Source: an optimization exercise on an open RTL-to-GDS flow (aim: small area). Production flows keep margins and buffers that such runs may drop. Only simulation tests tie the RTL to the original design; equivalence was not proved. No activity file was given, so power comes from the tool's default toggle rates.

==> design/flow/design.v <==
module D_FF(clk, rst, d, q);
    input clk;
    input rst;
    input d;
    output reg q;
    always @(posedge clk or negedge rst) begin
        if(!rst)
            q <= 1'b0;
        else
            q <= d;
    end
endmodule
module Reg2(clk, rst, d, q);
    input clk, rst;
    input [1:0] d;
    output [1:0] q;
    D_FF ins [1:0](.clk(clk), .rst(rst), .d(d), .q(q));
endmodule
module Reg3(clk, rst, d, q);
    input clk, rst;
    input [2:0] d;
    output [2:0] q;
    D_FF ins [2:0](.clk(clk), .rst(rst), .d(d), .q(q));
endmodule
module Reg4(clk, rst, d, q);
    input clk, rst;
    input [3:0] d;
    output [3:0] q;
    D_FF ins [3:0](.clk(clk), .rst(rst), .d(d), .q(q));
endmodule
module RCA2(sum, cout, cin, a, b);
    input cin;
    input [1:0] a, b;
    output cout;
    output [1:0] sum;
    wire [1:0] carry;
    RCA1 iRCA[1:0](.sum(sum), .cout(carry), .cin({carry[0], cin}), .a(a), .b(b));
    assign cout = carry[1];
endmodule
module RCA1(sum, cout, cin, a, b);
    input cin, a, b;
    output cout, sum;
    assign sum = a ^ b ^ cin;
    assign cout = (a & b) | ((a ^ b) & cin);
endmodule
module CLA3(sum, cout, cin, a, b);
    input [2:0] a, b;
    input cin;
    output cout;
    output [2:0] sum;
    wire [2:0] p, g, carry;
    assign p = a ^ b;
    assign g = a & b;
    assign carry[0] = cin;
    assign carry[1] = g[0] | (p[0] & cin);
    assign carry[2] = g[1] | (g[0] & p[1]) | (p[1] & p[0] & cin);
    assign cout = g[2] | (g[1] & p[2]) | (g[0] & p[2] & p[1]) | (p[2] & p[1] & p[0] & cin);
    assign sum = p ^ carry;
endmodule
module CLA4(sum, cout, cin, a, b);
    input [3:0] a, b;
    input cin;
    output cout;
    output [3:0] sum;
    wire [3:0] p, g, carry;
    assign p = a ^ b;
    assign g = a & b;
    assign carry[0] = cin;
    assign carry[1] = g[0] | (p[0] & cin);
    assign carry[2] = g[1] | (g[0] & p[1]) | (p[1] & p[0] & cin);
    assign carry[3] = g[2] | (g[1] & p[2]) | (g[0] & p[2] & p[1]) | (p[2] & p[1] & p[0] & cin);
    assign cout = g[3] | (g[2] & p[3]) | (g[1] & p[3] & p[2]) | (g[0] & p[3] & p[2] & p[1]) | (p[3] & p[2] & p[1] & p[0] & cin);
    assign sum = p ^ carry;
endmodule
module Button(clk, rst, key_in, key_syn);
    input clk, rst, key_in;
    output reg key_syn;
    parameter CNT_MAX = 5'd19;
    reg [4:0] cnt_20ms;
    always@(posedge clk or negedge rst)
        if(rst == 1'b0)
            cnt_20ms <= 5'b0;
        else if(key_in == 1'b1)
            cnt_20ms <= 5'b0;
        else if(cnt_20ms == CNT_MAX && key_in == 1'b0)
            cnt_20ms <= cnt_20ms;
        else
            cnt_20ms <= cnt_20ms + 1'b1;
    always@(posedge clk or negedge rst)
        if(rst == 1'b0)
            key_syn <= 1'b0;
        else if(cnt_20ms == CNT_MAX - 1'b1)
            key_syn <= 1'b1;
        else
            key_syn <= 1'b0;
endmodule
module Mode(clk, rst, curr, change);
    input clk, rst, change;
    output curr;
    wire d;
    assign d = change ? ~curr : curr;
    D_FF ins (.clk(clk), .rst(rst), .d(d), .q(curr));
endmodule
module FSM(clk, rst, nextP, ms, mm, mh);
    input clk, rst, nextP;
    output ms, mm, mh;
    wire d0, q0, d1, q1;
    assign d0 = (~q1 & ~nextP) | (q0 & nextP);
    assign d1 = (q1 & nextP) | (q0 & ~nextP);
    D_FF idff0(.clk(clk), .rst(rst), .d(d0), .q(q0));
    D_FF idff1(.clk(clk), .rst(rst), .d(d1), .q(q1));
    assign ms = ~q1 & q0;
    assign mm = q1 & q0;
    assign mh = q1 & ~q0;
endmodule   
module F1Hz(clk, rst, out);
    input clk, rst;
    output reg out;
    parameter target = 10'd999;
    reg [9:0] counter;
    always@(posedge clk) begin
        if(!rst) begin
            counter <= 10'd0;
            out <= 1'b0;
        end 
        else begin
            if(counter == target) begin
                out <= 1'b1;
                counter <= 10'd0;
            end
            else begin
                out <= 1'b0;
                counter <= counter + 10'd1;
            end
        end
     end
endmodule
module Logic59(add, second, modify, cout, display0, display1, clk, rst);
    input clk, rst;
    input add, second;
    input modify;
    output cout;
    output reg [7:0] display0, display1;
    wire [3:0] sum4, d4, q4;
    wire cin4, cout4;
    wire [2:0] sum3, d3, q3; 
    wire cout3;
    assign cin4 = (modify & add) | (second & ~modify);
    assign cout4 = (sum4 == 4'ha) ? 1'b1 : 1'b0;
    assign d4 = cout4 ? 4'h0 : sum4;
    CLA4 icla4(.sum(sum4), .cout(), .cin(cin4), .a(q4), .b(4'h0));
    Reg4 ireg4(.clk(clk), .rst(rst), .d(d4), .q(q4));
    assign cout3 = (sum3 == 3'b110) ? 1'b1 : 1'b0;
    assign d3 = cout3 ? 3'b000 : sum3;
    CLA3 icla3(.sum(sum3), .cout(), .cin(cout4), .a(q3), .b(3'b000));
    Reg3 ireg3(.clk(clk), .rst(rst), .d(d3), .q(q3));
    always@(q4) begin
        case(q4)
            4'h0: display0 = 8'h03;
            4'h1: display0 = 8'h9f;
            4'h2: display0 = 8'h25;
            4'h3: display0 = 8'h0d;
            4'h4: display0 = 8'h99;
            4'h5: display0 = 8'h49;
            4'h6: display0 = 8'h41;
            4'h7: display0 = 8'h1f;
            4'h8: display0 = 8'h01;
            4'h9: display0 = 8'h09;
            default: display0 = 8'hff;
        endcase
     end
     always@(q3) begin
        case(q3)
            3'b000: display1 = 8'h03;
            3'b001: display1 = 8'h9f;
            3'b010: display1 = 8'h25;
            3'b011: display1 = 8'h0d;
            3'b100: display1 = 8'h99;
            3'b101: display1 = 8'h49;
            default: display1 = 8'hff;
        endcase
     end
    assign cout = cout3 & ~modify;
endmodule
module Logic24(add, minute, modify, display0, display1, clk, rst);
    input add, minute, modify;
    input clk, rst;
    output reg [7:0] display0, display1;
    wire [3:0] sum4, d4, q4;
    wire cout4, cin4, condit;
    wire [1:0] sum2, d2, q2;
    assign cin4 = (modify & add) | (minute & ~modify);
    assign condit = (q2 != 2'b10 & sum4 == 4'ha) | (q2 == 2'b10 & sum4 == 4'h4);
    assign cout4 = condit ? 1'b1 : 1'b0;  
    assign d4 = cout4 ? 4'h0 : sum4;
    CLA4 icla4(.sum(sum4), .cout(), .cin(cin4), .a(q4), .b(4'h0));
    Reg4 ireg4(.clk(clk), .rst(rst), .d(d4), .q(q4));
    assign d2 = (sum2 == 2'b11) ? 2'b00 : sum2;
    RCA2 irca2(.sum(sum2), .cout(), .cin(cout4), .a(q2), .b(2'b00));
    Reg2 ireg2(.clk(clk), .rst(rst), .d(d2), .q(q2));
    always@(q4) begin
        case(q4)
            4'h0: display0 = 8'h02;
            4'h1: display0 = 8'h9e;
            4'h2: display0 = 8'h24;
            4'h3: display0 = 8'h0c;
            4'h4: display0 = 8'h98;
            4'h5: display0 = 8'h48;
            4'h6: display0 = 8'h40;
            4'h7: display0 = 8'h1e;
            4'h8: display0 = 8'h00;
            4'h9: display0 = 8'h08;
            default: display0 = 8'hff;
        endcase
     end
     always@(q2) begin
        case(q2)
            2'b00: display1 = 8'h03;
            2'b01: display1 = 8'h9f;
            2'b10: display1 = 8'h25;
            default: display1 = 8'hff;
        endcase
     end
endmodule
module Display(clk, rst, seg2, seg4, seg51, seg91, seg50, seg90, finalSel, finalSeg);
    input clk;
    input rst;
    input [7:0] seg2, seg4, seg51, seg91, seg50, seg90;
    output [5:0] finalSel;
    output reg [7:0] finalSeg;
    reg [6:0] count;
    reg [2:0] sel;
    reg [5:0] isel;
    always@(posedge clk) begin
       if(!rst) begin
            count <= 7'h00;
       end else if(count == 7'd111) begin
            count <= 7'h00;
       end else
            count <= count + 7'd1;
     end
     always@(posedge clk) begin
        if(!rst) begin
            sel <= 3'b000;
        end else if(sel == 3'b101 && count == 7'd111) begin
            sel <= 3'b000;
        end else if(count == 7'd111) begin
            sel <= sel + 3'd1;
        end else begin
            sel <= sel;
        end
      end
      always@(sel) begin
        case(sel)
            3'b000: isel = 6'b000001;
            3'b001: isel = 6'b000010;
            3'b010: isel = 6'b000100;
            3'b011: isel = 6'b001000;
            3'b100: isel = 6'b010000;
            3'b101: isel = 6'b100000;
            default: isel = 6'b000000;
        endcase
      end
      assign finalSel = isel;
      always@(*) begin
        case(isel)
            6'b000001: finalSeg = seg90;
            6'b000010: finalSeg = seg50;
            6'b000100: finalSeg = seg91;
            6'b001000: finalSeg = seg51;
            6'b010000: finalSeg = seg4;
            6'b100000: finalSeg = seg2;
            default: finalSeg = 8'hff;
         endcase  
      end
endmodule
module Chip(clk, rst, sel, seg, ds, shcp, stcp, oe);
    input clk, rst;
    input [5:0] sel;
    input [7:0] seg;
    output reg shcp, stcp;
    output ds, oe;
    wire [13:0] data;
    reg [1:0] cnt;
    reg [3:0] cnt_bit;
    assign data = {seg, sel};
    always@(posedge clk) begin
        if(!rst) begin
            cnt <= 2'b00;
        end else if(cnt == 2'b11) begin
            cnt <= 2'b00;
        end else begin
            cnt <= cnt + 2'd1;
        end
    end
    always@(posedge clk) begin
        if(!rst) begin
            cnt_bit <= 4'h0;
        end else if(cnt_bit == 4'hd && cnt == 2'b11) begin
            cnt_bit <= 4'h0;
        end else if(cnt == 2'b11) begin    
            cnt_bit <= cnt_bit + 4'd1;
        end else begin
            cnt_bit <= cnt_bit;
        end
    end
    assign ds = data[cnt_bit];
    always@(posedge clk) begin
        if(!rst) begin
            shcp <= 1'b0;
        end else if(cnt == 2'b10) begin
            shcp <= 1'b1;
        end else if(cnt == 2'b00) begin
            shcp <= 1'b0;
        end else begin
            shcp <= shcp;
        end
     end
     always@(posedge clk) begin
        if(!rst) begin
            stcp <= 1'b0;
        end else if(cnt == 2'b00 && cnt_bit == 4'h0) begin
            stcp <= 1'b1;
        end else if(cnt == 2'b10 && cnt_bit == 4'h0) begin
            stcp <= 1'b0;
        end else begin
            stcp <= stcp;
        end
     end
     assign oe = 1'b0;
endmodule
module Clock(clk, rst, add, nextP, ds, shcp, stcp, oe, second, minute, hour);
    input clk, rst, add, nextP;
    output ds, shcp, stcp, oe, second, minute, hour;
    wire ms, mm, mh;
    wire out, cout590, cout591;
    wire [7:0] dis590_0, dis590_1, dis591_0, dis591_1, dis24_0, dis24_1;
    wire [5:0] finalSel;
    wire [7:0] finalSeg;
    FSM iFSM(.clk(clk), .rst(rst), .nextP(~nextP), .ms(ms), .mm(mm), .mh(mh));
    F1Hz iF1Hz(.clk(clk), .rst(rst), .out(out));
    Logic59 i590(.add(add), .second(out), .modify(ms), .cout(cout590), .display0(dis590_0), .display1(dis590_1), .clk(clk), .rst(rst));
    Logic59 i591(.add(add), .second(cout590), .modify(mm), .cout(cout591), .display0(dis591_0), .display1(dis591_1), .clk(clk), .rst(rst));
    Logic24 i24(.add(add), .minute(cout591), .modify(mh), .display0(dis24_0), .display1(dis24_1), .clk(clk), .rst(rst));
    Display idisplay(.clk(clk), .rst(rst), .seg2(dis24_1), .seg4(dis24_0), .seg51(dis591_1), .seg91(dis591_0), .seg50(dis590_1), .seg90(dis590_0), .finalSel(finalSel), .finalSeg(finalSeg));
    Chip ichip(.clk(clk), .rst(rst), .sel(finalSel), .seg(finalSeg), .ds(ds), .shcp(shcp), .stcp(stcp), .oe(oe));
    assign second = ~ms;
    assign minute = ~mm;
    assign hour = ~mh;
endmodule
module Clocks_top(clk, rst, mode, add, nextP0, nextP1, ds, shcp, stcp, oe, second, minute, hour, modeDis);
    input clk, rst, add, mode, nextP0, nextP1;
    output ds, shcp, stcp, oe, second, minute, hour, modeDis;
    wire syn_mode, syn_add, syn_nextP0, syn_nextP1;
    wire curr_mode;
    wire ds0, ds1;
    wire shcp0, shcp1;
    wire stcp0, stcp1;
    wire oe0, oe1;
    wire second0, second1;
    wire minute0, minute1;
    wire hour0, hour1;
    Button isyn0(.clk(clk), .rst(rst), .key_in(mode), .key_syn(syn_mode));
    Button isyn1(.clk(clk), .rst(rst), .key_in(add), .key_syn(syn_add));
    Button isyn2(.clk(clk), .rst(rst), .key_in(nextP0), .key_syn(syn_nextP0));
    Button isyn3(.clk(clk), .rst(rst), .key_in(nextP1), .key_syn(syn_nextP1));
    Mode imode(.clk(clk), .rst(rst), .curr(curr_mode), .change(syn_mode));
    Clock iclock0(.clk(clk), .rst(rst), .add(syn_add), .nextP(syn_nextP0), .ds(ds0), .shcp(shcp0), .stcp(stcp0), .oe(oe0), .second(second0), .minute(minute0), .hour(hour0));
    Clock iclock1(.clk(clk), .rst(rst), .add(syn_add), .nextP(syn_nextP1), .ds(ds1), .shcp(shcp1), .stcp(stcp1), .oe(oe1), .second(second1), .minute(minute1), .hour(hour1));
    assign ds = curr_mode ? ds1 : ds0;
    assign shcp = curr_mode ? shcp1 : shcp0;
    assign stcp = curr_mode ? stcp1 : stcp0;
    assign oe = curr_mode ? oe1 : oe0;
    assign second = curr_mode ? second1 : second0;
    assign minute = curr_mode ? minute1 : minute0;
    assign hour = curr_mode ? hour1 : hour0;
    assign modeDis = curr_mode;
endmodule
==> design/flow/run.sh <==
#!/bin/bash
# synth_recipe.tcl (not shown) runs the flow's synth.tcl, then flattens the netlist and writes it again
# the make line also repeats each setting of config.mk as NAME=value (left out here)
make -C /OpenROAD-flow-scripts/flow DESIGN_CONFIG=/design/flow/config.mk WORK_HOME=/design/flow/orfs CLKGATE_MAP_FILE= SYNTH_SCRIPT=/design/flow/synth_recipe.tcl finish
==> design/flow/config.mk <==
export PLATFORM = sky130hd
export DESIGN_NAME = Clocks_top
export DESIGN_NICKNAME = Clocks_top
export VERILOG_FILES = /design/flow/design.v
export SDC_FILE = /design/flow/constraint.sdc
export NUM_CORES = 4
export LEC_CHECK = 0
export CAP_MARGIN = 20
export CORE_MARGIN = 2
export CORE_UTILIZATION = 40
export SLEW_MARGIN = 20
==> design/flow/constraint.sdc <==
create_clock -name core_clock -period 10.0 [get_ports {clk}]
set_input_delay 2.0000 -clock core_clock [delete_from_list [all_inputs] [get_ports {clk}]]
set_output_delay 2.0000 -clock core_clock [all_outputs]
set_load 0.01 [all_outputs]
==> summary.txt <==
Clock network
  • Clock Root Buffer: clkbuf_16
  • Setup bufs post-CTS: 0
  • Num CTS Buffers: 17
  • Reg clk slew, reported paths: ~60 ps
  • Worst-Skew Late Latency: 420 ps
  • CTS tree: done
  • Resized Gates After CTS: 0
  • Cts hold-fix bufs: 0
  • Max Buffers Root-to-Sink: 2
  • H-tree depth: 4
  • # clock sinks: around 130

Power
  • Pint: around 0.93 mW
  • Peak supply drop: between 0.1 and 0.15 mV
  • Sw Ratio: 0.2360
  • Psw: about 0.29 mW
  • Combinational share of power: 0.057
  • Power per Cell Area: about 130 nW/um2
  • Leakage power total: ~3.8 nW
  • Sequential Power Share: 0.444
  • Clock power frac: 0.498

Critical path
  • Reg-to-reg setup timing slack: 3400 ps
  • Data required, critical path: slightly above 10,000 ps
  • Critical path class: register to register
  • Crit. End Element: register
  • Reg2Reg Capture Point: iclock0.i24.ireg2.ins[0].q$_DFF_PN0_
  • Crit path launch type: register
  • Max FO, Critical Path: 8
  • Critical Path AT: a little under 7000 ps
  • Depth of the most critical reg-to-reg path: 27

Finish
  • Inserted Diodes: 0
  • Commonest non-fill, non-tap cell in the layout: nor2_1
  • Nets: around 1,100
  • Layout Cells excl Fill: roughly 1,300
  • P&R area growth vs syn: 9.997%
  • Share of layout cells above drive strength 1: 0.04892
  • Most frequent cells in the layout: 121 x nor2_1, 84 x nand2_1, 84 x ha_1, 71 x a21oi_1, 69 x dfrtp_1

Route
  • Final wirelength: approximately 18 mm
  • Drt via density: 5.331
  • DRC Markers: 0
  • Antenna-violating nets left: 0
  • Met3 wire len: between 500 and 600 um
  • Top Metal Used: met4
  • Drt first pass iters: 5
  • Routed metal-1 wirelength: 9.452 mm
  • Via count: slightly below 7,000
  • Met2 WL post-DR: 7.759 mm
  • Iteration-0 DRC Markers: a little under 500
  • Wirelength per Cell: roughly 14 um

Logic synthesis
  • Syn Inst Count: around 1,000
  • Post-Syn Area: ~8600 um2
  • Seq/Total Area, Yosys: 0.3368
  • Syn_nets: approximately 1,100
  • FFs w/ async S/R, synth: 0.5433
  • Yosys cell types: between 60 and 70
  • Syn_area_per_cell: 8.356 um2
  • Post-synth EDFFs: 0
  • Count of warnings emitted by yosys: 7
  • Synthesis-stage register bit count: ~130
  • Prevailing post-synth register cell: dfrtp_1

GRT
  • First-pass GRT wire length: 31.17 mm
  • Vias in the first global route: ~6,600
  • Largest net degree at the start of global routing: 63
  • Gr usage total: 0.1699
  • Grt total ovfl: 0
  • Initial antenna violation count: 0

Die
  • Die Width: 150.4 um
  • Rows: 53
  • Core Area: 21,020 um2
  • Initial core utilization: 0.4078
  • Die H: between 150 and 200 um
  • Die area: approximately 23,000 um2
  • Num ports: 14

Timing
  • Tmin final: between 6000 and 7000 ps
  • Fin worst setup slack: about 3400 ps
  • Fmax: 151.5 MHz
  • Worst Max-Slew Pin Slew: about 1100 ps
  • Hold Vio Cnt, Final: 0
  • Max-slew violations: 0
  • WHS: 434.9 ps
  • Post-Route Skew: between 7 and 8 ps
  • Setup tns final: 0 ps
  • Final setup fails: 0
  • Setup repair after global routing missed its margin: no
  • Relative slew slack: 0.2774
  • Period utilization: 0.6600

Place
  • Input/output buffers: 12
  • Inst Count DP: about 1,300
  • Detail Placement HPWL: 13.11 mm
  • Worst slack, placed: ~3400 ps
  • Routability congestion estimate: 0.8317

Min path
  • Worst Hold Depth: 1
  • Hold path startpoint: isyn0.key_syn$_DFF_PN0_
  • Worst Hold Path EP: imode.ins.q$_DFFE_PN0P_
  • Worst min path class: register to register

Flow run
  • Max-cap violation count: 0

Outcome
  • Outcome: no timing/DRC/antenna violations
layer usage:
layer  global-route usage  vias to the layer above
met3              0.02818                       17
met2               0.2559                      109
li1                     -                     3560
met5                    0                        -
met1               0.2483                     3228
met4              0.05236                        0
flip-flops by register name, indices dropped and copies added (netlist names), 4 cells and up, named ones only:
name                      cells
iclock0.i24.ireg4.ins.q       4
iclock0.i590.ireg4.ins.q      4
iclock0.i591.ireg4.ins.q      4
iclock0.iF1Hz.counter        10
iclock0.ichip.cnt_bit         4
iclock0.idisplay.count        7
iclock1.i24.ireg4.ins.q       4
iclock1.i590.ireg4.ins.q      4
iclock1.i591.ireg4.ins.q      4
iclock1.iF1Hz.counter        10
iclock1.ichip.cnt_bit         4
iclock1.idisplay.count        7
isyn0.cnt_20ms                5
isyn1.cnt_20ms                5
isyn2.cnt_20ms                5
isyn3.cnt_20ms                5
critical path, cell delays in order, from the launching register on:
cell and delay (ps):
dfrtp_1 440, nor2b_1 200, mux2_2 410, ha_1 220, xnor2_1 150, or2_2 310
a21oi_1 320, ha_1 350, nor2_1 80, mux2i_1 130, nor4_1 60, a31oi_1 170
o211ai_2 220, ha_1 280, xnor2_1 180, nor3_1 340, ha_1 350, or4b_2 630
a21oi_1 290, nand2b_1 160, ha_1 160, xor2_1 270, nor3_1 110, nand3b_1 100
nand2_1 60, ha_1 180, xnor2_1 130, and2_1 160
cell type report:
type | count | area [um2]
Inverter | 59 | 221.5
Tap cell | 275 | 344.1
Timing Repair Buffer | 13 | 125.1
Clock buffer | 19 | 442.9
Fill cell | 2063 | 11590
Clock inverter | 13 | 138.9
Sequential cell | 127 | 2888
Multi-Input combinational cell | 791 | 5270
power by group through the flow:
| stage | combinational [mW] | sequential, mW | clock [mW] |
|---|---|---|---|
| 2_1_floorplan | 0.0482 | 0.545 | 0 |
| 3_3_place_gp | 0.0698 | 0.551 | 0 |
| 3_5_place_dp | 0.0702 | 0.551 | 0 |
| 4_1_cts | 0.0712 | 0.541 | 0.622 |
| 5_1_grt | 0.0819 | 0.544 | 0.648 |
| 6_report | 0.0697 | 0.541 | 0.607 |
metrics by stage:
stage | power [mW] | cell area [um2] | utilization
2_1_floorplan | 0.5933 | 8573 | -
4_1_cts | 1.234 | 9430 | 0.4486
5_1_grt | 1.273 | 9430 | 0.4486
3_3_place_gp | 0.6205 | 8848 | 0.4209
6_report | 1.218 | 9430 | 0.4486
3_5_place_dp | 0.6211 | 8848 | 0.4209
worst max path at each step:
stage / from / to / cells after the start / slack (ps)
global placement: register / iclock0.i24.ireg2.ins[0].q$_DFF_PN0_ / 27 / 3610
CTS: register / iclock0.i24.ireg2.ins[0].q$_DFF_PN0_ / 27 / 3430
detailed placement: register / iclock0.i24.ireg2.ins[0].q$_DFF_PN0_ / 27 / 3440
floorplan: register / iclock0.i24.ireg2.ins[0].q$_DFF_PN0_ / 26 / 4090
finish: register / iclock0.i24.ireg2.ins[0].q$_DFF_PN0_ / 27 / 3400
global route: register / iclock0.i24.ireg2.ins[0].q$_DFF_PN0_ / 27 / 2880
cells by family after synthesis:
family	after synthesis	share of synthesized area
xor+xnor	76	0.07852
compound gates	229	0.1670
fa+ha+maj	84	0.1226
mux	22	0.02685
other cells	1	0.0004374
buf+inv	108	0.04845
flops	127	0.3368
simple gates	379	0.2194
synthesized netlist by cell type, types with 4 or more instances:
library cell / instances / area (um2)
a211oi_1: 9 / 67.56
a21boi_0: 4 / 30.03
a21o_1: 4 / 30.03
a21oi_1: 71 / 355.3
a221oi_1: 6 / 52.55
a22oi_1: 4 / 30.03
a31oi_1: 12 / 75.07
and2_1: 6 / 37.54
and3_1: 14 / 87.58
buf_1: 4 / 15.01
clkbuf_1: 41 / 153.9
dfrtp_1: 69 / 1727
dfxtp_1: 58 / 1161
ha_1: 84 / 1051
inv_1: 59 / 221.5
mux2_2: 5 / 56.30
mux2i_1: 16 / 160.2
nand2_1: 84 / 315.3
nand2b_1: 17 / 106.4
nand3_1: 28 / 140.1
nand3b_1: 8 / 60.06
nand4_1: 17 / 106.4
nor2_1: 121 / 454.2
nor2b_1: 18 / 112.6
nor3_1: 17 / 85.08
nor3b_1: 17 / 127.6
nor4_1: 5 / 31.28
nor4b_1: 7 / 61.31
o211ai_1: 8 / 60.06
o21a_1: 4 / 30.03
o21ai_0: 57 / 285.3
o221ai_1: 8 / 70.07
o22ai_1: 12 / 75.07
or3_1: 7 / 43.79
xnor2_1: 45 / 394.1
xor2_1: 30 / 262.8

==> separate check: timing with driven ports <==
No port has a modelled driver above. Below, the same layout with a new extraction and two added sets of constraints.
Step 1 (the two cells are an assumption about what drives the block):
set clk [get_ports {clk}]
set_driving_cell -lib_cell sky130_fd_sc_hd__clkbuf_16 $clk
set_driving_cell -lib_cell sky130_fd_sc_hd__buf_2 [delete_from_list [all_inputs] $clk]
Step 2 moves the port delays by t, midway between the first and last clock arrival at a register: inputs arrive t later, outputs are due t later. That takes back most of the time a late clock gives input paths.
a / b / c = ideal / step 1 / step 2; a / b = the first two.
t, ns: 0.451
setup slack, ns: 3.400 / 3.400 / 3.400
hold slack, ns: 0.435 / 0.435 / 0.435
worst slew at a driven data input, ns: 0.03
After both steps setup and hold are still met in this run. For this run, drivers alone change the setup slack by 0.000 ns; drivers and shift together by 0.000 ns.
